What follows belongs to an exercise in optimizing a design on an open flow for small area; a production flow would make more cautious choices. At most, simulation tests tie the RTL to the original design; equivalence was not proved. No functional check of the RTL was part of runs 3 to 5. Power is estimated from default activity; no workload was simulated.

===== design/flow/run.sh =====
#!/bin/bash
# synth_recipe.tcl (not shown) runs the flow's synth.tcl, then flattens the netlist and writes it again
# the make line also repeats each setting of config.mk as NAME=value (left out here)
make -C /OpenROAD-flow-scripts/flow DESIGN_CONFIG=/design/flow/config.mk WORK_HOME=/design/flow/orfs CLKGATE_MAP_FILE= SYNTH_SCRIPT=/design/flow/synth_recipe.tcl finish

===== design/flow/config.mk =====
export PLATFORM = sky130hd
export DESIGN_NAME = r_top
export DESIGN_NICKNAME = r_top
export VERILOG_FILES = /design/flow/design.v
export SDC_FILE = /design/flow/constraint.sdc
export NUM_CORES = 4
export LEC_CHECK = 0
export CAP_MARGIN = 20
export CORE_MARGIN = 2
export CORE_UTILIZATION = 70
export SLEW_MARGIN = 20

===== design/flow/constraint.sdc =====
create_clock -name core_clock -period 5.0 [get_ports {clk}]
set_input_delay 1.0000 -clock core_clock [delete_from_list [all_inputs] [get_ports {clk}]]
set_output_delay 1.0000 -clock core_clock [all_outputs]
set_load 0.01 [all_outputs]

===== design/flow/design.v =====
module r_fifo(
    input clk, resetn, soft_reset, write_enb, read_enb,
    input [8:0] wdata,           
    input clr,                   
    output full, empty,
    output reg [7:0] data_out);
    reg [4:0] write_ptr, read_ptr;
    reg [8:0] fifo_mem [0:15];
    reg [5:0] packet_len_count;
    wire wr = write_enb & ~full;
    wire rd = read_enb & ~empty;
    genvar r;
    generate
        for (r = 0; r < 16; r = r + 1) begin : row
            always @(posedge clk)
                if (clr || (wr && write_ptr[3:0] == r))
                    fifo_mem[r] <= wdata;
        end
    endgenerate
    wire [8:0] rdata = fifo_mem[read_ptr[3:0]];
    wire plc_zero = (packet_len_count == 6'd0);
    always @(posedge clk) begin
        if (~resetn || soft_reset || plc_zero)
            data_out <= 8'd0;
        else if (rd)
            data_out <= rdata[7:0];
    end
    always @(posedge clk) begin
        if (~resetn)
            packet_len_count <= 6'd0;
        else if (rd) begin
            if (rdata[8])
                packet_len_count <= rdata[7:2];
            else if (!plc_zero)
                packet_len_count <= packet_len_count - 6'd1;
        end
    end
    always @(posedge clk) begin
        if (~resetn) begin
            write_ptr <= 5'd0;
            read_ptr <= 5'd0;
        end else begin
            if (wr) write_ptr <= write_ptr + 5'd1;
            if (rd) read_ptr <= read_ptr + 5'd1;
        end
    end
    assign full = (write_ptr[4] != read_ptr[4]) && (write_ptr[3:0] == read_ptr[3:0]);
    assign empty = (write_ptr == read_ptr);
endmodule
module r_fsm(
    input clk, resetn, pkt_valid, fifo_full, any_empty, any_soft_reset,
    input parity_done, low_packet_valid,
    output write_enb_reg, detect_add, ld_state, laf_state, lfd_state,
    output rst_int_reg, busy);
    localparam [2:0] DECODE_ADDRESS     = 3'd0,
                     LOAD_FIRST_DATA    = 3'd1,
                     LOAD_DATA          = 3'd2,
                     LOAD_PARITY        = 3'd3,
                     FIFO_FULL_STATE    = 3'd4,
                     LOAD_AFTER_FULL    = 3'd5,
                     WAIT_TILL_EMPTY    = 3'd6,
                     CHECK_PARITY_ERROR = 3'd7;
    reg [2:0] state, next_state;
    always @(posedge clk) begin
        if (~resetn || any_soft_reset)
            state <= DECODE_ADDRESS;
        else
            state <= next_state;
    end
    always @(*) begin
        next_state = DECODE_ADDRESS;
        case (state)
            DECODE_ADDRESS:
                if (pkt_valid) next_state = any_empty ? LOAD_FIRST_DATA : WAIT_TILL_EMPTY;
                else           next_state = DECODE_ADDRESS;
            LOAD_FIRST_DATA:   next_state = LOAD_DATA;
            LOAD_DATA:
                if (fifo_full)       next_state = FIFO_FULL_STATE;
                else if (~pkt_valid) next_state = LOAD_PARITY;
                else                 next_state = LOAD_DATA;
            LOAD_PARITY:       next_state = CHECK_PARITY_ERROR;
            FIFO_FULL_STATE:   next_state = fifo_full ? FIFO_FULL_STATE : LOAD_AFTER_FULL;
            LOAD_AFTER_FULL:
                if (parity_done)           next_state = DECODE_ADDRESS;
                else if (low_packet_valid) next_state = LOAD_PARITY;
                else                       next_state = LOAD_DATA;
            WAIT_TILL_EMPTY:   next_state = any_empty ? LOAD_FIRST_DATA : WAIT_TILL_EMPTY;
            CHECK_PARITY_ERROR: next_state = fifo_full ? FIFO_FULL_STATE : DECODE_ADDRESS;
        endcase
    end
    assign detect_add    = (state == DECODE_ADDRESS);
    assign lfd_state     = (state == LOAD_FIRST_DATA);
    assign ld_state      = (state == LOAD_DATA);
    assign laf_state     = (state == LOAD_AFTER_FULL);
    assign rst_int_reg   = (state == CHECK_PARITY_ERROR);
    assign write_enb_reg = ld_state | laf_state | (state == LOAD_PARITY);
    assign busy          = ~(detect_add | ld_state);
endmodule
module r_reg(
    input clk, resetn, pkt_valid, fifo_full,
    input detect_add, ld_state, laf_state, lfd_state, rst_int_reg,
    input [7:0] data_in,
    output reg err, parity_done, low_packet_valid,
    output reg [7:0] dout);
    reg [7:0] header_reg, full_reg, parity_reg, packet_parity;
    always @(posedge clk) begin
        if (~resetn)
            parity_done <= 1'b0;
        else if ((ld_state && ~fifo_full && ~pkt_valid) || (laf_state && low_packet_valid && ~parity_done))
            parity_done <= 1'b1;
        else if (detect_add)
            parity_done <= 1'b0;
    end
    always @(posedge clk) begin
        if (~resetn)
            low_packet_valid <= 1'b0;
        else if (~pkt_valid && ld_state)
            low_packet_valid <= 1'b1;
        else if (rst_int_reg)
            low_packet_valid <= 1'b0;
    end
    always @(posedge clk) begin
        if (~resetn)
            header_reg <= 8'd0;
        else if (detect_add && pkt_valid)
            header_reg <= data_in;
    end
    always @(posedge clk) begin
        if (~resetn)
            full_reg <= 8'd0;
        else if (ld_state && fifo_full)
            full_reg <= data_in;
    end
    always @(posedge clk) begin
        if (~resetn)
            dout <= 8'd0;
        else if (lfd_state)
            dout <= header_reg;
        else if (ld_state && ~fifo_full)
            dout <= data_in;
        else if (laf_state)
            dout <= full_reg;
    end
    always @(posedge clk) begin
        if (~resetn || detect_add)
            parity_reg <= 8'd0;
        else if (lfd_state && pkt_valid)
            parity_reg <= parity_reg ^ header_reg;
        else if (ld_state && pkt_valid)
            parity_reg <= parity_reg ^ data_in;
    end
    always @(posedge clk) begin
        if (~resetn)
            err <= 1'b0;
        else
            err <= parity_done && (packet_parity != parity_reg);
    end
    always @(posedge clk) begin
        if (~resetn || detect_add)
            packet_parity <= 8'd0;
        else if ((~fifo_full && ~pkt_valid) || (~parity_done && low_packet_valid))
            packet_parity <= data_in;
    end
endmodule
module r_sync(
    input clk, resetn, detect_add, write_enb_reg,
    input [1:0] data_in,
    input [3:0] full, empty, read_enb,
    output [3:0] write_enb,
    output fifo_full,
    output [3:0] vld_out,
    output reg [3:0] soft_reset);
    reg [1:0] data_temp;
    always @(posedge clk) begin
        if (~resetn)
            data_temp <= 2'b0;
        else if (detect_add)
            data_temp <= data_in;
    end
    assign fifo_full = full[data_temp];
    assign write_enb = {4{write_enb_reg}} & (4'b0001 << data_temp);
    assign vld_out = ~empty;
    genvar i;
    generate
        for (i = 0; i < 4; i = i + 1) begin : tmr
            reg [4:0] cnt;
            always @(posedge clk) begin
                if (~resetn) begin
                    soft_reset[i] <= 1'b0;
                    cnt <= 5'd0;
                end else if (vld_out[i]) begin
                    if (read_enb[i]) begin
                        soft_reset[i] <= 1'b0;
                        cnt <= 5'd0;
                    end else if (cnt == 5'd29) begin
                        soft_reset[i] <= 1'b1;
                        cnt <= 5'd0;
                    end else begin
                        soft_reset[i] <= 1'b0;
                        cnt <= cnt + 5'd1;
                    end
                end
            end
        end
    endgenerate
endmodule
module r_top(clk, data_in, pkt_valid, resetn, read_enb,
             data_out_0, data_out_1, data_out_2, data_out_3, vld_out, err, busy);
    input clk, pkt_valid, resetn;
    input [3:0] read_enb;
    input [7:0] data_in;
    output [7:0] data_out_0, data_out_1, data_out_2, data_out_3;
    output [3:0] vld_out;
    output err, busy;
    wire [3:0] soft_rst, wrt_enb, full, empty;
    wire fifo_full, parity_done, low_pkt_valid;
    wire write_enb_reg, detect_add, ld_state, laf_state, lfd_state, rst_int_reg;
    wire [7:0] din;
    wire [7:0] data_out [0:3];
    assign data_out_0 = data_out[0];
    assign data_out_1 = data_out[1];
    assign data_out_2 = data_out[2];
    assign data_out_3 = data_out[3];
    reg lfd_temp;
    always @(posedge clk) begin
        if (~resetn) lfd_temp <= 1'b0;
        else         lfd_temp <= lfd_state;
    end
    genvar i;
    generate
        for (i = 0; i < 4; i = i + 1) begin : fifo
            wire clr = ~resetn | soft_rst[i];
            wire [8:0] wdata = {lfd_temp, din} & {9{~clr}};
            r_fifo u (
                .clk(clk), .resetn(resetn), .soft_reset(soft_rst[i]), .write_enb(wrt_enb[i]),
                .read_enb(read_enb[i]), .wdata(wdata), .clr(clr),
                .full(full[i]), .empty(empty[i]), .data_out(data_out[i]));
        end
    endgenerate
    r_fsm fsm(
        .clk(clk), .resetn(resetn), .pkt_valid(pkt_valid), .fifo_full(fifo_full),
        .any_empty(|empty), .any_soft_reset(|soft_rst),
        .parity_done(parity_done), .low_packet_valid(low_pkt_valid),
        .write_enb_reg(write_enb_reg), .detect_add(detect_add), .ld_state(ld_state),
        .laf_state(laf_state), .lfd_state(lfd_state), .rst_int_reg(rst_int_reg), .busy(busy));
    r_reg regg(
        .clk(clk), .resetn(resetn), .pkt_valid(pkt_valid), .fifo_full(fifo_full),
        .detect_add(detect_add), .ld_state(ld_state), .laf_state(laf_state),
        .lfd_state(lfd_state), .rst_int_reg(rst_int_reg), .data_in(data_in),
        .err(err), .parity_done(parity_done), .low_packet_valid(low_pkt_valid), .dout(din));
    r_sync sync(
        .clk(clk), .resetn(resetn), .detect_add(detect_add), .write_enb_reg(write_enb_reg),
        .data_in(data_in[1:0]), .full(full), .empty(empty), .read_enb(read_enb),
        .write_enb(wrt_enb), .fifo_full(fifo_full), .vld_out(vld_out), .soft_reset(soft_rst));
endmodule

==> results of run 1 <==
[critical path, delay by kind of cell, from the launching register on]
kind          cells  cell delay [ns]
flops             1             0.76
simple gates      2             0.47
xor+xnor          1             0.21
buf+inv           2             0.70
[cells in the final DEF, fill, tap and decap left out, types with 55 or more instances in the layout]
| cell type | n |
|---|---|
| edfxtp_1 | 576 |
| nand2_1 | 221 |
| nor2_1 | 172 |
| dfxtp_1 | 166 |
| o21ai_0 | 132 |
| a21oi_1 | 120 |
| buf_4 | 97 |
| clkbuf_16 | 79 |
| a22oi_1 | 61 |
| nand3_1 | 55 |
[routing by layer]
metal	routed length [um]	part of all wire	global-route usage
met5	0	0	0
met1	29900	0.40	0.467
met4	2410	0.032	0.114
met3	7230	0.096	0.0576
met2	35700	0.47	0.523
[through the flow]
stage / power [uW] / area [sq um] / hold slack [ns] / cells
2_1_floorplan: 9270 / 30900 / 0.445 / 2382
3_3_place_gp: 9970 / 32300 / 0.442 / 2975
3_5_place_dp: 10100 / 32300 / 0.449 / 2975
4_1_cts: 15700 / 34800 / 0.458 / 3110
5_1_grt: 16200 / 34800 / 0.476 / 3110
6_report: 15700 / 34800 / 0.456 / 3110
[Yosys cell counts, drive strengths merged, types with 42 or more instances]
library cell  count
nand2           222
nor2            173
clkbuf           82
ha               48
a21oi           124
buf              66
a221oi           48
xor2             51
a222oi           52
a22oi            61
inv              42
edfxtp          576
dfxtp           169
mux2i            46
o21ai           137
nand3            56
[how the worst min path moves through the flow]
stage | cells after the start | startpoint | endpoint | slack, ns
finish | 2 | fifo[3].u.data_out[4]$_SDFFE_PP0P_ | fifo[3].u.data_out[4]$_SDFFE_PP0P_ | 0.46
global route | 2 | fifo[0].u.data_out[0]$_SDFFE_PP0P_ | fifo[0].u.data_out[0]$_SDFFE_PP0P_ | 0.48
CTS | 2 | fifo[3].u.data_out[4]$_SDFFE_PP0P_ | fifo[3].u.data_out[4]$_SDFFE_PP0P_ | 0.46
detailed placement | 2 | fifo[2].u.data_out[0]$_SDFFE_PP0P_ | fifo[2].u.data_out[0]$_SDFFE_PP0P_ | 0.45
global placement | 2 | fifo[2].u.data_out[0]$_SDFFE_PP0P_ | fifo[2].u.data_out[0]$_SDFFE_PP0P_ | 0.44
floorplan | 2 | sync.soft_reset[1]$_SDFFE_PN0N_ | sync.soft_reset[1]$_SDFFE_PN0N_ | 0.45
[where the power goes]
| part | switching (uW) | total (uW) | internal (uW) |
|---|---|---|---|
| Combinational | 1480 | 2180 | 702 |
| Sequential | 352 | 7820 | 7470 |
| Clock | 2280 | 5690 | 3400 |
| Total | 4110 | 15700 | 11600 |
[final cells by class]
cell class              instances  area share
clock inverters                33      0.0110
inverters                      43     0.00464
multi-input cells            1446       0.272
repair buffers                149      0.0359
well taps                     592      0.0213
clock buffers                 102      0.0611
flip-flops and latches        745       0.594
[cells by family after synthesis]
| family | count (synthesis) |
|---|---|
| buffers and inverters | 191 |
| AOI/OAI and AO/OA | 580 |
| adders and majority gates | 48 |
| DFF | 745 |
| xor gates and xnor gates | 84 |
| and+or+nand+nor | 652 |
| muxes | 82 |
==> flow_summary.ini, run 1 <==
[clock_tree]
ctsResizeCount = 0
path_clk_slew_ns = 0.06
cts_inserted_buffers = 74
htreeDepth = 3
clk_latency_ns = 0.61
cts_hold_buf = 0
clk_path_buf_depth = 3
cts_tree = yes
clock-sinks = 745
post_cts_buffers = 0
cts-root-buf = clkbuf_16

[floorplanning]
die_area_sq_um = 45900
initial_core_util = 0.704
die_h_um = 214
dieWidth_um = 214
core_sq_um = 43900
rows = 77
pin_count = 53

[route]
vias = 20700
wl_mm = 75.3
drtIter0Drc = 3156
drc_errors = 0
drtAntennaViolNets = 0
avgRoutedWirePerCell_um = 24.2
viasPerCell = 6.66
first_pass_iters = 10

[synthesis]
syn_nets = 2445
synth_top_family_by_area = compound AO/OA/AOI/OAI gates
synth_simple_gate_area_share = 0.101
synth_edf_count = 576
synth_compound_area_frac = 0.130
netlist.area_leader.share = 0.559
yosysUniqueCellTypes = 88
synth_top_area_cell = edfxtp_1
synth_fa_ha_area_frac = 0.0194
muxShareOfSynthArea = 0.0316
synth.avg_cell_area_sq_um = 13.0
synthTopCellsByArea = edfxtp_1 56%, dfxtp_1 11%, nand2_1 2.7%
synth_ff_type = edfxtp_1
ys_seq_area_frac = 0.668
ys_seq_elements = 745
synth_area_sq_um = 30900
synth_cells = 2382
yosys_warnings = 6
synth_xor_area_frac = 0.0238
async_reset_ff_frac = 0

[timing]
fin_crit_sh = 0.750
max_clock_freq_ghz = 0.267
max_slew_margin = 0.311
hold_violations = 0
finalCriticalPeriod_ns = 3.75
fin_worst_skew_ns = 0.0175
rsz0062_at_grt = no
tns_ns = 0
tightest_slew_ns = 1.03
fin_ws_ns = 1.25
setup_violations = 0
maxSlewViolCount = 0

[finish]
largest_register_ffs = 576
top_register = fifo.u.fifo_mem
fin_nets = 2522
diodes = 0
multi_input_area_sq_um = 9470
fill_cells = 2645
top_regs = fifo.u.fifo_mem (576), fifo.u.data_out (32), fifo.u.packet_len_count (24)
final_util = 0.792
area_growth_pct = 12.5
drive_gt1_frac = 0.111
seq_area_sq_um = 20700

[run]
maxCapViolations = 0

[pwr]
leakagePower_uw = 0.0124
ir_drop_v = 0.000452
power_density_nw_per_um2 = 451

[place]
routabilityCongestion = 0.901
hpwlAfterDp_mm = 46.0
io_buffers = 52
dp_slack_ns = 1.41

[global_routing]
track_usage = 0.329
grt_pass1_vias = 19800
grt_max_degree = 53
antenna_found_initial = 0
grt_pass1_wl_mm = 116
grt-ovfl-total = 0

[setup_path]
crit_fanout = 17
critPathLaunchType = flip-flop
reg2reg_to = fifo[1].u.packet_len_count[0]$_SDFFE_PN0P_
cpPeakStageDelay_ns = 0.76
crit_path_end_kind = primary output
path_class = flip-flop to primary output
r2r_slack_ns = 1.32
path_cells = xor2_1, nor4_4, nand2b_1, buf_4, clkdlybuf4s50_1
reg2reg_depth = 9
crit_arrival_ns = 2.75
startpoint = fifo[3].u.read_ptr[2]$_SDFFE_PN0P_
critPathSlowestCell = dfxtp_1
r2r_start = fifo[1].u.read_ptr[0]$_SDFFE_PN0P_
setup.worst_path.end = vld_out[3]
worstPathRequired_ns = 4.00

[run_status]
status = no timing/DRC/antenna violations

[min_path]
hp-class = flip-flop to flip-flop
==> run 2: changes to the inputs <==
--- a/design/flow/config.mk
+++ b/design/flow/config.mk
@@ -7,5 +7,5 @@
 export LEC_CHECK = 0
 export CAP_MARGIN = 20
 export CORE_MARGIN = 2
-export CORE_UTILIZATION = 70
+export CORE_UTILIZATION = 40
 export SLEW_MARGIN = 20
==> flow_summary.ini, run 2 <==
[timing]
tns_ns = 0
fin_crit_sh = 0.803
finalCriticalPeriod_ns = 4.02
max_clock_freq_ghz = 0.249
max_slew_margin = 0.271
maxSlewViolCount = 0
hold_violations = 0
rsz0062_at_grt = no
holdWs_ns = 0.452
tightest_slew_ns = 1.09
setup_violations = 0
fin_worst_skew_ns = 0.0172

[min_path]
hp-class = flip-flop to flip-flop
hp-start = fifo[2].u.data_out[3]$_SDFFE_PP0P_
min_to = fifo[2].u.data_out[3]$_SDFFE_PP0P_
min_path_cells = 2

[setup_path]
worstPathRequired_ns = 4.00
critPathSlowestCell = dfxtp_2
startpoint = fifo[1].u.read_ptr[3]$_SDFFE_PN0P_
crit_arrival_ns = 3.02
crit_path_end_kind = primary output
crit_fanout = 49
path_cells = xnor2_1, nand4_1, nor2_1, inv_2, clkdlybuf4s50_1
reg2reg_to = fifo[1].u.packet_len_count[0]$_SDFFE_PN0P_
r2r_slack_ns = 1.37
critPathLaunchType = flip-flop
cpPeakStageDelay_ns = 1.03
reg2reg_depth = 9
path_class = flip-flop to primary output
r2r_start = fifo[1].u.read_ptr[0]$_SDFFE_PN0P_

[run]
maxCapViolations = 0

[place]
routabilityCongestion = 0.867
hpwlAfterDp_mm = 49.4
placedCellCount = 3410
io_buffers = 52

[synthesis]
async_reset_ff_frac = 0
synth_edf_count = 576
ys_seq_area_frac = 0.668
yosysUniqueCellTypes = 88
synth.avg_cell_area_sq_um = 13.0
netlist.area_leader.share = 0.559
synth_cells = 2382
ys_seq_elements = 745
synth_area_sq_um = 30900
synth_top_area_cell = edfxtp_1
synth_most_common_cell = edfxtp_1
synthTopCellsByArea = edfxtp_1 56%, dfxtp_1 11%, nand2_1 2.7%
syn_nets = 2445
synth_ff_type = edfxtp_1
yosys_warnings = 6
synth_commonest_cells = 576 x edfxtp_1, 221 x nand2_1, 172 x nor2_1

[finish]
area_growth_pct = 14.0
fill_cells = 6769
final_common_cell = edfxtp_1
drive_gt1_frac = 0.107
instances_no_fill = 3555
seq_area_sq_um = 20700
largest_register_ffs = 576
fin_nets = 2522
top_regs = fifo.u.fifo_mem (576), fifo.u.data_out (32), fifo.u.packet_len_count (24)
final_cell_mix = 576 x edfxtp_1, 221 x nand2_1, 172 x nor2_1, 166 x dfxtp_1, 129 x o21ai_0
top_register = fifo.u.fifo_mem
multi_input_area_sq_um = 9470

[route]
drtIter0Drc = 2063
avgRoutedWirePerCell_um = 22.4
vias = 20200
drc_errors = 0
viasPerCell = 5.68
first_pass_iters = 6
wl_mm = 79.8
drtAntennaViolNets = 0

[floorplanning]
die_h_um = 282
dieWidth_um = 282
core_sq_um = 76200
pin_count = 53
rows = 101
die_area_sq_um = 79600
initial_core_util = 0.406

[pwr]
ir_drop_v = 0.000203
leakagePower_uw = 0.0124
intPower_uw = 11400
power_density_nw_per_um2 = 442
p_sw_uw = 4140
swShare = 0.266
p_comb_frac = 0.141
seq_power_share = 0.501
p_clk_frac = 0.358

[clock_tree]
htreeDepth = 3
clk_latency_ns = 0.61
clk_path_buf_depth = 3
cts_tree = yes
ctsResizeCount = 0
path_clk_slew_ns = 0.06
post_cts_buffers = 0
cts_hold_buf = 0
cts_inserted_buffers = 77
cts-root-buf = clkbuf_16
clock-sinks = 745

[run_status]
status = no timing/DRC/antenna violations

[global_routing]
track_usage = 0.199
grt_pass1_wl_mm = 120
grt_pass1_vias = 19600
grt-ovfl-total = 0
antenna_found_initial = 6
grt_max_degree = 53
==> run 2: cell counts after synthesis <==
No cell type changed its count.
==> run 2: power by group through the flow <==
stage                     sequential (uW)  combinational (uW)  clock [uW]
after floorplan                      7780                1490           0
after global placement               7910                2140           0
after detailed placement             7940                2190           0
after CTS                            7810                2200        5690
after global routing                 7880                2410        5920
final                                7810                2200        5580
==> run 2: worst max path at each step <==
| stage | to | slack, ns | depth (start not counted) |
|---|---|---|---|
| global placement | fifo[1].u.packet_len_count[0]$_SDFFE_PN0P_ | 1.62 | 9 |
| finish | vld_out[1] | 0.98 | 5 |
| detailed placement | fifo[1].u.packet_len_count[0]$_SDFFE_PN0P_ | 1.45 | 9 |
| CTS | vld_out[1] | 0.93 | 5 |
| global route | vld_out[1] | 0.80 | 5 |
| floorplan | fifo[0].u.fifo_mem[11][0]$_DFFE_PP_ | 2.34 | 7 |
==> run 2: layer usage <==
metal | track usage | wire length (um)
met5 | 0 | 44
met3 | 0.0418 | 6060
met2 | 0.321 | 37400
met4 | 0.0771 | 2670
met1 | 0.265 | 33700
==> run 2: worst max-delay path, delay by kind of cell, from the launching register on <==
family / cells / cell delay [ns]
AND/OR/NAND/NOR: 2 / 0.44
buffers and inverters: 2 / 0.74
XOR/XNOR: 1 / 0.20
flip-flops: 1 / 1.03
==> run 2: metrics by stage <==
step / instance area [sq um] / worst slack, ns / total power, uW / utilization
2_1_floorplan: 30900 / 2.34 / 9270 / -
3_3_place_gp: 32800 / 1.62 / 10100 / 0.431
3_5_place_dp: 32800 / 1.45 / 10100 / 0.431
4_1_cts: 35300 / 0.932 / 15700 / 0.463
5_1_grt: 35300 / 0.797 / 16200 / 0.463
6_report: 35300 / 0.984 / 15600 / 0.463
==> run 2: cell families after synthesis <==
logic type	count (synthesis)	share of synthesized area
AO/OA/AOI/OAI	580	0.130
XOR/XNOR	84	0.0238
adder cells (fa/ha/maj)	48	0.0194
buffers and inverters	191	0.0256
flip-flops	745	0.668
multiplexers	82	0.0316
AND/OR/NAND/NOR	652	0.101
==> run 2: cell type report <==
cell class / count / share of cell area
clock inverter: 41 / 0.00972
clock buffer: 98 / 0.0595
inverter: 43 / 0.00457
antenna: 6 / 0.000426
sequential: 745 / 0.586
multi-input combinational: 1446 / 0.268
tap: 1030 / 0.0365
timing repair buffer: 146 / 0.0346
==> run 3: changes to the inputs <==
--- a/design/flow/design.v
+++ b/design/flow/design.v
@@ -17,7 +17,12 @@
                     fifo_mem[r] <= wdata;
         end
     endgenerate
-    wire [8:0] rdata = fifo_mem[read_ptr[3:0]];
+    reg [8:0] rdata;
+    always @(*) begin
+        rdata = 9'd0;
+        for (int k = 0; k < 16; k = k + 1)
+            rdata = rdata | (fifo_mem[k] & {9{read_ptr[3:0] == k}});
+    end
     wire plc_zero = (packet_len_count == 6'd0);
     always @(posedge clk) begin
         if (~resetn || soft_reset || plc_zero)
@@ -102,7 +107,7 @@
     input [7:0] data_in,
     output reg err, parity_done, low_packet_valid,
     output reg [7:0] dout);
-    reg [7:0] header_reg, full_reg, parity_reg, packet_parity;
+    reg [7:0] full_reg, parity_reg, packet_parity;
     always @(posedge clk) begin
         if (~resetn)
             parity_done <= 1'b0;
@@ -121,22 +126,12 @@
     end
     always @(posedge clk) begin
         if (~resetn)
-            header_reg <= 8'd0;
-        else if (detect_add && pkt_valid)
-            header_reg <= data_in;
-    end
-    always @(posedge clk) begin
-        if (~resetn)
             full_reg <= 8'd0;
         else if (ld_state && fifo_full)
             full_reg <= data_in;
     end
     always @(posedge clk) begin
-        if (~resetn)
-            dout <= 8'd0;
-        else if (lfd_state)
-            dout <= header_reg;
-        else if (ld_state && ~fifo_full)
+        if ((detect_add && pkt_valid) || (ld_state && ~fifo_full))
             dout <= data_in;
         else if (laf_state)
             dout <= full_reg;
@@ -145,7 +140,7 @@
         if (~resetn || detect_add)
             parity_reg <= 8'd0;
         else if (lfd_state && pkt_valid)
-            parity_reg <= parity_reg ^ header_reg;
+            parity_reg <= parity_reg ^ dout;
         else if (ld_state && pkt_valid)
             parity_reg <= parity_reg ^ data_in;
     end
@@ -184,6 +179,7 @@
     generate
         for (i = 0; i < 4; i = i + 1) begin : tmr
             reg [4:0] cnt;
+            wire last = cnt[4] & ~cnt[2] & ~cnt[1] & ~cnt[0];
             always @(posedge clk) begin
                 if (~resetn) begin
                     soft_reset[i] <= 1'b0;
@@ -192,12 +188,12 @@
                     if (read_enb[i]) begin
                         soft_reset[i] <= 1'b0;
                         cnt <= 5'd0;
-                    end else if (cnt == 5'd29) begin
+                    end else if (last) begin
                         soft_reset[i] <= 1'b1;
                         cnt <= 5'd0;
                     end else begin
                         soft_reset[i] <= 1'b0;
-                        cnt <= cnt + 5'd1;
+                        cnt <= {cnt[3:0], ~(cnt[4] ^ cnt[2])};
                     end
                 end
             end
--- a/design/flow/config.mk
+++ b/design/flow/config.mk
@@ -8,4 +8,7 @@
 export CAP_MARGIN = 20
 export CORE_MARGIN = 2
 export CORE_UTILIZATION = 40
+export CTS_BUF_LIST = sky130_fd_sc_hd__clkbuf_16
+export CTS_CLUSTER_DIAMETER = 80
+export CTS_CLUSTER_SIZE = 30
 export SLEW_MARGIN = 20
==> flow_summary.ini, run 3 <==
[setup_path]
r2r_start = fsm.state[1]$_SDFF_PP0_
reg2reg_depth = 6
startpoint = fifo[3].u.read_ptr[0]$_SDFFE_PN0P_
critPathSlowestCell = clkdlybuf4s50_1
cp_num_buf_inv = 2
cpPeakStageDelay_ns = 0.67
path_cells = xor2_1, nor4_2, and2_1, clkinv_1, clkdlybuf4s50_1
path_class = flip-flop to primary output
path_depth = 5
crit_arrival_ns = 3.12
critPathLaunchType = flip-flop
worstPathRequired_ns = 4.00
crit_fanout = 9
crit_path_end_kind = primary output
cp_top_family = simple AND/OR/NAND/NOR gates

[synthesis]
netlist.area_leader.share = 0.577
synth_top_area_cell = edfxtp_1
async_reset_ff_frac = 0
synth.avg_cell_area_sq_um = 13.3
synth_commonest_cells = 584 x edfxtp_1, 177 x nand2_1, 153 x dfxtp_1
syn_nets = 2336
ys_seq_area_frac = 0.678
synth_cells = 2277
ys_seq_elements = 737
yosysUniqueCellTypes = 83
yosys_warnings = 6
synthTopCellsByArea = edfxtp_1 58%, dfxtp_1 10%, nand2_1 2.2%
synth_edf_count = 584
synth_ff_type = edfxtp_1
synth_most_common_cell = edfxtp_1
synth_area_sq_um = 30400

[clock_tree]
cts-root-buf = clkbuf_16
clk_path_buf_depth = 3
path_clk_slew_ns = 0.10
clock-sinks = 737
cts_inserted_buffers = 35
cts_tree = yes
post_cts_buffers = 0
htreeDepth = 2
cts_hold_buf = 0
clk_latency_ns = 0.60
ctsResizeCount = 0

[min_path]
hp-start = fifo[2].u.data_out[5]$_SDFFE_PP0P_
hp-class = flip-flop to flip-flop
min_path_cells = 2

[place]
io_buffers = 52
routabilityCongestion = 0.840
dpl-instance-area_sq_um = 32300
placedCellCount = 3257
hpwlAfterDp_mm = 47.6

[floorplanning]
pin_count = 53
die_h_um = 280
core_sq_um = 75600
die_area_sq_um = 78200
initial_core_util = 0.402
dieWidth_um = 280
rows = 101

[pwr]
power_density_nw_per_um2 = 368
ir_drop_v = 0.000189
leakagePower_uw = 0.0114

[timing]
maxSlewViolCount = 0
tightest_slew_ns = 1.08
hold_violations = 0
fin_crit_sh = 0.823
tns_ns = 0
fin_worst_skew_ns = 0.0253
setup_violations = 0
finalCriticalPeriod_ns = 4.12
max_slew_margin = 0.273
rsz0062_at_grt = no
max_clock_freq_ghz = 0.243

[global_routing]
grt_pass1_wl_mm = 115
track_usage = 0.192
grt-ovfl-total = 0
grt_max_degree = 51
grt_pass1_vias = 18600
antenna_found_initial = 4

[finish]
fin_nets = 2375
finalInstanceArea_sq_um = 33500
top_register = fifo.u.fifo_mem
area_growth_pct = 10.1
largest_register_ffs = 576
seq_area_sq_um = 20600
instances_no_fill = 3323
fill_cells = 6741
multi_input_area_sq_um = 9050
final_cell_mix = 584 x edfxtp_1, 177 x nand2_1, 151 x dfxtp_1, 134 x nor2_1, 112 x o21ai_0
top_regs = fifo.u.fifo_mem (576), fifo.u.data_out (32), fifo.u.packet_len_count (24)
drive_gt1_frac = 0.0931
final_common_cell = edfxtp_1

[route]
viasPerCell = 5.80
avgRoutedWirePerCell_um = 23.0
drtAntennaViolNets = 0
wl_mm = 76.3
vias = 19300
drc_errors = 0
first_pass_iters = 7
drtIter0Drc = 2038

[run_status]
status = no timing/DRC/antenna violations

[run]
maxCapViolations = 0
-- run 3: layer usage --
metal / GRT usage / part of all wire / up-vias
met3: 0.0252 / 0.059 / 92
met1: 0.269 / 0.44 / 9782
met4: 0.0492 / 0.021 / 2
li1: - / - / 8834
met5: 0 / 0.00014 / -
met2: 0.316 / 0.48 / 560
-- run 3: logic make-up after synthesis --
group / Yosys count / synth area share
compound gates: 582 / 0.136
xor+xnor: 61 / 0.0176
fa+ha+maj: 44 / 0.0181
buf+inv: 190 / 0.0255
flops: 737 / 0.678
mux: 91 / 0.0340
simple gates: 572 / 0.0911
-- run 3: report_power, final --
group | leakage [uW] | total (uW) | internal, uW | switching [uW]
combinational | 0.00355 | 1340 | 445 | 890
sequential | 0.00721 | 7480 | 7250 | 235
clock | 0.000595 | 3500 | 1490 | 2010
total | 0.0114 | 12300 | 9180 | 3130
-- run 3: cell type report --
type                    count  area share
multi-input cells        1350       0.270
clock inverters            26     0.00737
inverters                  43     0.00486
repair buffers            149      0.0373
well taps                 978      0.0366
clock buffers              37      0.0277
diodes                      3    0.000224
flip-flops and latches    737       0.616
-- run 3: worst reg2reg max path, stage by stage (launching register included) --
cell	delay [ns]
dfxtp_1	0.58
nor2b_1	0.36
nor2_1	0.15
a2111oi_4	0.59
nand2_1	0.20
o21ai_0	0.75
buf_4	0.30
-- run 3: worst paths after layout --
check | end | slack, ns
setup / recovery | vld_out[3] | 0.88
hold / removal | fifo[2].u.data_out[5]$_SDFFE_PP0P_ | 0.46
setup reg to reg | fifo[0].u.fifo_mem[1][0]$_DFFE_PP_ | 1.79
hold reg to reg | fifo[2].u.data_out[5]$_SDFFE_PP0P_ | 0.46
-- run 3: metrics by stage --
| step | hold slack (ns) | utilization | setup slack [ns] | power (uW) |
|---|---|---|---|---|
| 6_report | 0.456 | 0.443 | 0.883 | 12300 |
| 5_1_grt | 0.474 | 0.443 | 0.697 | 12800 |
| 4_1_cts | 0.461 | 0.443 | 0.855 | 12400 |
| 3_5_place_dp | 0.448 | 0.427 | 1.39 | 8960 |
| 3_3_place_gp | 0.441 | 0.427 | 1.40 | 8900 |
| 2_1_floorplan | 0.432 | - | 2.46 | 8370 |
==> run 4: changes to the inputs <==
--- a/design/flow/config.mk
+++ b/design/flow/config.mk
@@ -10,5 +10,5 @@
 export CORE_UTILIZATION = 40
 export CTS_BUF_LIST = sky130_fd_sc_hd__clkbuf_16
 export CTS_CLUSTER_DIAMETER = 80
-export CTS_CLUSTER_SIZE = 30
+export CTS_CLUSTER_SIZE = 22
 export SLEW_MARGIN = 20
==> flow_summary.ini, run 4 <==
[finish]
final_cell_mix = 584 x edfxtp_1, 177 x nand2_1, 151 x dfxtp_1, 134 x nor2_1, 112 x o21ai_0
drive_gt1_frac = 0.0909
final_util = 0.444
area_growth_pct = 10.4
fill_cells = 6750
top_register = fifo.u.fifo_mem
top_regs = fifo.u.fifo_mem (576), fifo.u.data_out (32), fifo.u.packet_len_count (24)
final_common_cell = edfxtp_1
fin_nets = 2381
largest_register_ffs = 576

[pwr]
p_comb_frac = 0.108
p_sw_uw = 3130
power_density_nw_per_um2 = 370
seq_power_share = 0.603
finalPower_uw = 12400
leakagePower_uw = 0.0114
swShare = 0.252
intPower_uw = 9280
p_clk_frac = 0.289
ir_drop_v = 0.000238

[floorplanning]
die_h_um = 280
die_area_sq_um = 78200
rows = 101
pin_count = 53
initial_core_util = 0.402
core_sq_um = 75600
dieWidth_um = 280

[timing]
maxSlewViolCount = 0
fin_crit_sh = 0.818
setup_violations = 0
max_slew_margin = 0.265
max_clock_freq_ghz = 0.245
rsz0062_at_grt = no
fin_worst_skew_ns = 0.0270
finalCriticalPeriod_ns = 4.09
tns_ns = 0
tightest_slew_ns = 1.10
hold_violations = 0
holdWs_ns = 0.456

[min_path]
hp-start = fifo[2].u.data_out[5]$_SDFFE_PP0P_
hp-class = flip-flop to flip-flop

[synthesis]
synth_most_common_cell = edfxtp_1
synth_edf_count = 584
ys_seq_area_frac = 0.678
synth.avg_cell_area_sq_um = 13.3
synth_ff_type = edfxtp_1
synth_top_area_cell = edfxtp_1
netlist.area_leader.share = 0.577
syn_nets = 2336
ys_seq_elements = 737
yosysUniqueCellTypes = 83
async_reset_ff_frac = 0
synthTopCellsByArea = edfxtp_1 58%, dfxtp_1 10%, nand2_1 2.2%
yosys_warnings = 6
synth_commonest_cells = 584 x edfxtp_1, 177 x nand2_1, 153 x dfxtp_1
synth_cells = 2277
synth_area_sq_um = 30400

[setup_path]
r2r_start = fsm.state[1]$_SDFF_PP0_
critPathSlowestCell = clkdlybuf4s50_1
crit_fanout = 9
crit_path_end_kind = primary output
cpPeakStageDelay_ns = 0.66
path_cells = xor2_1, nor4_2, and2_1, clkinv_1, clkdlybuf4s50_1
cp_num_buf_inv = 2
path_class = flip-flop to primary output
startpoint = fifo[3].u.read_ptr[0]$_SDFFE_PN0P_
cp_top_family = buffers and inverters
crit_arrival_ns = 3.09
worstPathRequired_ns = 4.00
critPathLaunchType = flip-flop

[clock_tree]
path_clk_slew_ns = 0.09
clock-sinks = 737
htreeDepth = 2
cts_hold_buf = 0
cts-root-buf = clkbuf_16
cts_inserted_buffers = 41
clk_path_buf_depth = 3
clk_latency_ns = 0.61
post_cts_buffers = 0
cts_tree = yes
ctsResizeCount = 0

[place]
routabilityCongestion = 0.840
hpwlAfterDp_mm = 47.6
io_buffers = 52

[global_routing]
antenna_found_initial = 4
grt_max_degree = 51
track_usage = 0.193
grt_pass1_wl_mm = 115
grt-ovfl-total = 0
grt_pass1_vias = 18700

[route]
vias = 19400
viasPerCell = 5.80
avgRoutedWirePerCell_um = 23.1
wl_mm = 76.9
first_pass_iters = 6
drtAntennaViolNets = 0
drc_errors = 0
drtIter0Drc = 1833

[run]
maxCapViolations = 0

[run_status]
status = no timing/DRC/antenna violations
==> run 4: cell count changes in the layout (fill, tap and decap cells not counted), sizes merged <==
cell | previous run | this run
bufinv | 1 | 0
inv | 58 | 67
clkinvlp | 1 | 0
diode | 3 | 4
clkbuf | 37 | 43
==> run 4: tightest hold or removal path, delay by kind of cell (launching register included) <==
kind               cells  cell delay (ns)
DFF                    1             0.32
and+or+nand+nor        1             0.05
AOI/OAI and AO/OA      1             0.05
==> run 4: power groups by stage <==
stage               Clock (uW)  Combinational, uW  Sequential [uW]
floorplan                    0                869             7500
detailed placement           0               1330             7630
CTS                       3670               1340             7480
finish                    3590               1340             7480
global route              3870               1460             7530
global placement             0               1300             7600
==> run 4: cells by family after synthesis <==
group / count (synthesis) / share of synthesized area
AO/OA/AOI/OAI: 582 / 0.136
XOR/XNOR: 61 / 0.0176
AND/OR/NAND/NOR: 572 / 0.0911
multiplexers: 91 / 0.0340
flip-flops: 737 / 0.678
adder cells (fa/ha/maj): 44 / 0.0181
buffers and inverters: 190 / 0.0255
==> run 4: area by class of cell <==
| class | instances | area (sq um) | area share |
|---|---|---|---|
| inverters | 43 | 163 | 0.00485 |
| clock buffers | 43 | 1080 | 0.0321 |
| well taps | 978 | 1220 | 0.0365 |
| clock inverters | 33 | 166 | 0.00496 |
| diodes | 4 | 10.0 | 0.000298 |
| repair buffers | 149 | 1250 | 0.0372 |
| multi-input cells | 1350 | 9050 | 0.270 |
| flip-flops and latches | 737 | 20600 | 0.614 |
==> run 4: final timing paths <==
check / endpoint / slack [ns] / cells after the start
max reg2reg: fifo[0].u.fifo_mem[1][1]$_DFFE_PP_ / 1.71 / 6
min: fifo[2].u.data_out[5]$_SDFFE_PP0P_ / 0.46 / 2
max: vld_out[3] / 0.91 / 5
min reg2reg: fifo[2].u.data_out[5]$_SDFFE_PP0P_ / 0.46 / 2
==> run 4: per-stage QoR <==
| stage | instances | setup slack (ns) | cell area, sq um |
|---|---|---|---|
| 2_1_floorplan | 2277 | 2.46 | 30400 |
| 3_3_place_gp | 3257 | 1.40 | 32300 |
| 3_5_place_dp | 3257 | 1.39 | 32300 |
| 4_1_cts | 3333 | 0.858 | 33500 |
| 5_1_grt | 3333 | 0.686 | 33500 |
| 6_report | 3337 | 0.910 | 33500 |
==> run 4: layer usage <==
layer / up-vias / GRT usage / routed length, um
met4: 2 / 0.0547 / 1810
met2: 597 / 0.315 / 36600
met3: 95 / 0.0289 / 4800
li1: 8851 / - / -
met1: 9806 / 0.269 / 33700
met5: - / 0 / 12
==> run 5: changes to the inputs <==
--- a/design/flow/config.mk
+++ b/design/flow/config.mk
@@ -7,8 +7,8 @@
 export LEC_CHECK = 0
 export CAP_MARGIN = 20
 export CORE_MARGIN = 2
-export CORE_UTILIZATION = 40
+export CORE_UTILIZATION = 70
 export CTS_BUF_LIST = sky130_fd_sc_hd__clkbuf_16
-export CTS_CLUSTER_DIAMETER = 80
-export CTS_CLUSTER_SIZE = 22
+export CTS_CLUSTER_DIAMETER = 60
+export CTS_CLUSTER_SIZE = 30
 export SLEW_MARGIN = 20
==> flow_summary.ini, run 5 <==
[synthesis]
synth_cells = 2277
async_reset_ff_frac = 0
synth_ff_type = edfxtp_1
synth_commonest_cells = 584 x edfxtp_1, 177 x nand2_1, 153 x dfxtp_1
synth_most_common_cell = edfxtp_1
ys_seq_area_frac = 0.678
synth_top_area_cell = edfxtp_1
netlist.area_leader.share = 0.577
synth.avg_cell_area_sq_um = 13.3
synthTopCellsByArea = edfxtp_1 58%, dfxtp_1 10%, nand2_1 2.2%
synth_area_sq_um = 30400
yosysUniqueCellTypes = 83
yosys_warnings = 6
syn_nets = 2336
synth_edf_count = 584
ys_seq_elements = 737

[timing]
rsz0062_at_grt = no
tightest_slew_ns = 1.08
maxSlewViolCount = 0
tns_ns = 0
setup_violations = 0
max_slew_margin = 0.278
max_clock_freq_ghz = 0.242
fin_worst_skew_ns = 0.0256
holdWs_ns = 0.469
hold_violations = 0
fin_crit_sh = 0.827
finalCriticalPeriod_ns = 4.13

[floorplanning]
initial_core_util = 0.707
pin_count = 53
core_sq_um = 43000
die_h_um = 212
die_area_sq_um = 45100
dieWidth_um = 212
rows = 76

[finish]
multi_input_area_sq_um = 9040
final_util = 0.773
fill_cells = 2663
area_growth_pct = 9.39
fin_nets = 2379
top_register = fifo.u.fifo_mem
final_cell_mix = 584 x edfxtp_1, 177 x nand2_1, 151 x dfxtp_1, 134 x nor2_1, 114 x o21ai_0
finalInstanceArea_sq_um = 33200
drive_gt1_frac = 0.0974
final_common_cell = edfxtp_1
top_regs = fifo.u.fifo_mem (576), fifo.u.data_out (32), fifo.u.packet_len_count (24)
largest_register_ffs = 576
seq_area_sq_um = 20600

[setup_path]
crit_arrival_ns = 3.13
startpoint = fifo[2].u.read_ptr[3]$_SDFFE_PN0P_
r2r_start = fifo[1].u.read_ptr[0]$_SDFFE_PN0P_
critPathLaunchType = flip-flop
crit_path_end_kind = primary output
reg2reg_depth = 9
crit_fanout = 44
path_class = flip-flop to primary output
r2r_slack_ns = 1.71
setup.worst_path.end = vld_out[2]
worstPathRequired_ns = 4.00
reg2reg_to = fifo[1].u.packet_len_count[0]$_SDFFE_PN0P_

[run_status]
status = no timing/DRC/antenna violations

[route]
vias = 19800
drtIter0Drc = 2569
drtAntennaViolNets = 0
drc_errors = 0
viasPerCell = 6.73
wl_mm = 72.2
first_pass_iters = 8
avgRoutedWirePerCell_um = 24.6

[min_path]
hp-class = flip-flop to flip-flop
hp-start = sync.soft_reset[2]$_SDFFE_PN0N_

[clock_tree]
post_cts_buffers = 0
path_clk_slew_ns = 0.10
htreeDepth = 2
cts_inserted_buffers = 40
cts_tree = yes
cts_hold_buf = 0
ctsResizeCount = 0
clock-sinks = 737
clk_path_buf_depth = 3
cts-root-buf = clkbuf_16
clk_latency_ns = 0.61

[global_routing]
grt_max_degree = 75
grt-ovfl-total = 0
use_met1 = 0.468
track_usage = 0.325
top_usage_layer = met2
met2_usage = 0.511
grt_use_met3 = 0.0495
grt_pass1_vias = 19100
grt_pass1_wl_mm = 110
antenna_found_initial = 2

[place]
dpl-instance-area_sq_um = 31800
hpwlAfterDp_mm = 43.8
routabilityCongestion = 0.839
io_buffers = 52

[pwr]
power_density_nw_per_um2 = 383
ir_drop_v = 0.000338
leakagePower_uw = 0.0115

[run]
maxCapViolations = 0
==> run 5: cell counts after synthesis <==
No cell type changed its count.
==> run 5: worst max-delay path, cell delays in order (launching register included) <==
cell and delay (ns):
dfxtp_1 0.33, buf_4 0.42, xor2_1 0.14, nor4_2 0.51
and2_0 0.41, inv_2 0.19, clkdlybuf4s50_1 0.53
==> run 5: layout make-up <==
| class | count | area share |
|---|---|---|
| clock buffer | 41 | 0.0309 |
| tap | 585 | 0.0220 |
| inverter | 43 | 0.00486 |
| timing repair buffer | 148 | 0.0377 |
| clock inverter | 31 | 0.0127 |
| multi-input combinational | 1350 | 0.272 |
| sequential | 737 | 0.620 |
| antenna | 1 | 0.0000753 |
==> run 5: logic make-up after synthesis <==
group                      share of synthesized area
and+or+nand+nor                               0.0911
muxes                                         0.0340
adders and majority gates                     0.0181
buffers and inverters                         0.0255
xor gates and xnor gates                      0.0176
AOI/OAI and AO/OA                              0.136
DFF                                            0.678
==> run 5: stage by stage <==
step	power (uW)	setup WS, ns	instances
floorplan	8370	2.46	2277
global placement	8850	1.56	2863
detailed placement	8930	1.51	2863
CTS	12800	0.859	2935
global route	13100	0.672	2935
finish	12700	0.866	2936
==> run 5: worst min-delay path by stage <==
stage	endpoint	cells after the start
after global routing	sync.tmr[0].cnt[3]$_SDFFE_PN0N_	2
after floorplan	sync.tmr[0].cnt[3]$_SDFFE_PN0N_	2
after detailed placement	sync.soft_reset[2]$_SDFFE_PN0N_	2
after global placement	sync.tmr[2].cnt[3]$_SDFFE_PN0N_	2
final	sync.soft_reset[2]$_SDFFE_PN0N_	2
after CTS	sync.soft_reset[2]$_SDFFE_PN0N_	2
==> run 5: metal layers <==
metal / vias to the layer above / share of wire
met5: - / 0
met4: 0 / 0.032
li1: 8849 / -
met3: 161 / 0.10
met1: 9690 / 0.40
met2: 1065 / 0.47
==> run 5: where the power goes <==
part,internal (uW),switching (uW)
clock network,1790,2130
registers,7250,244
logic,442,883
total,9480,3260

## re-timing with driven ports
In the flow no input, the clock included, has a driving cell. The finished layouts below were timed again as built, in two steps.
Step 1: set_driving_cell puts a clkbuf_16 on clk and a buf_2 on each other input, an assumption about the parent block.
Step 2 moves the port delays by t, midway between the first and last clock arrival at a register: inputs arrive t later, outputs are due t later. That takes back most of the time a late clock gives input paths.
Three values: ideal, step 1, step 2; two values: the first two.
run	shift t [ns]	setup slack, ns	clock arrival spread, ns
run 1	0.659	1.250 / 1.191 / 1.321	0.018 / 0.017
run 2	0.659	0.984 / 0.927 / 1.373	0.018 / 0.019
run 3	0.649	0.883 / 0.821 / 1.289	0.028 / 0.028
run 4	0.663	0.910 / 0.849 / 1.325	0.035 / 0.035
run 5	0.657	0.866 / 0.805 / 1.462	0.031 / 0.032
After both steps setup and hold are still met in every run listed.
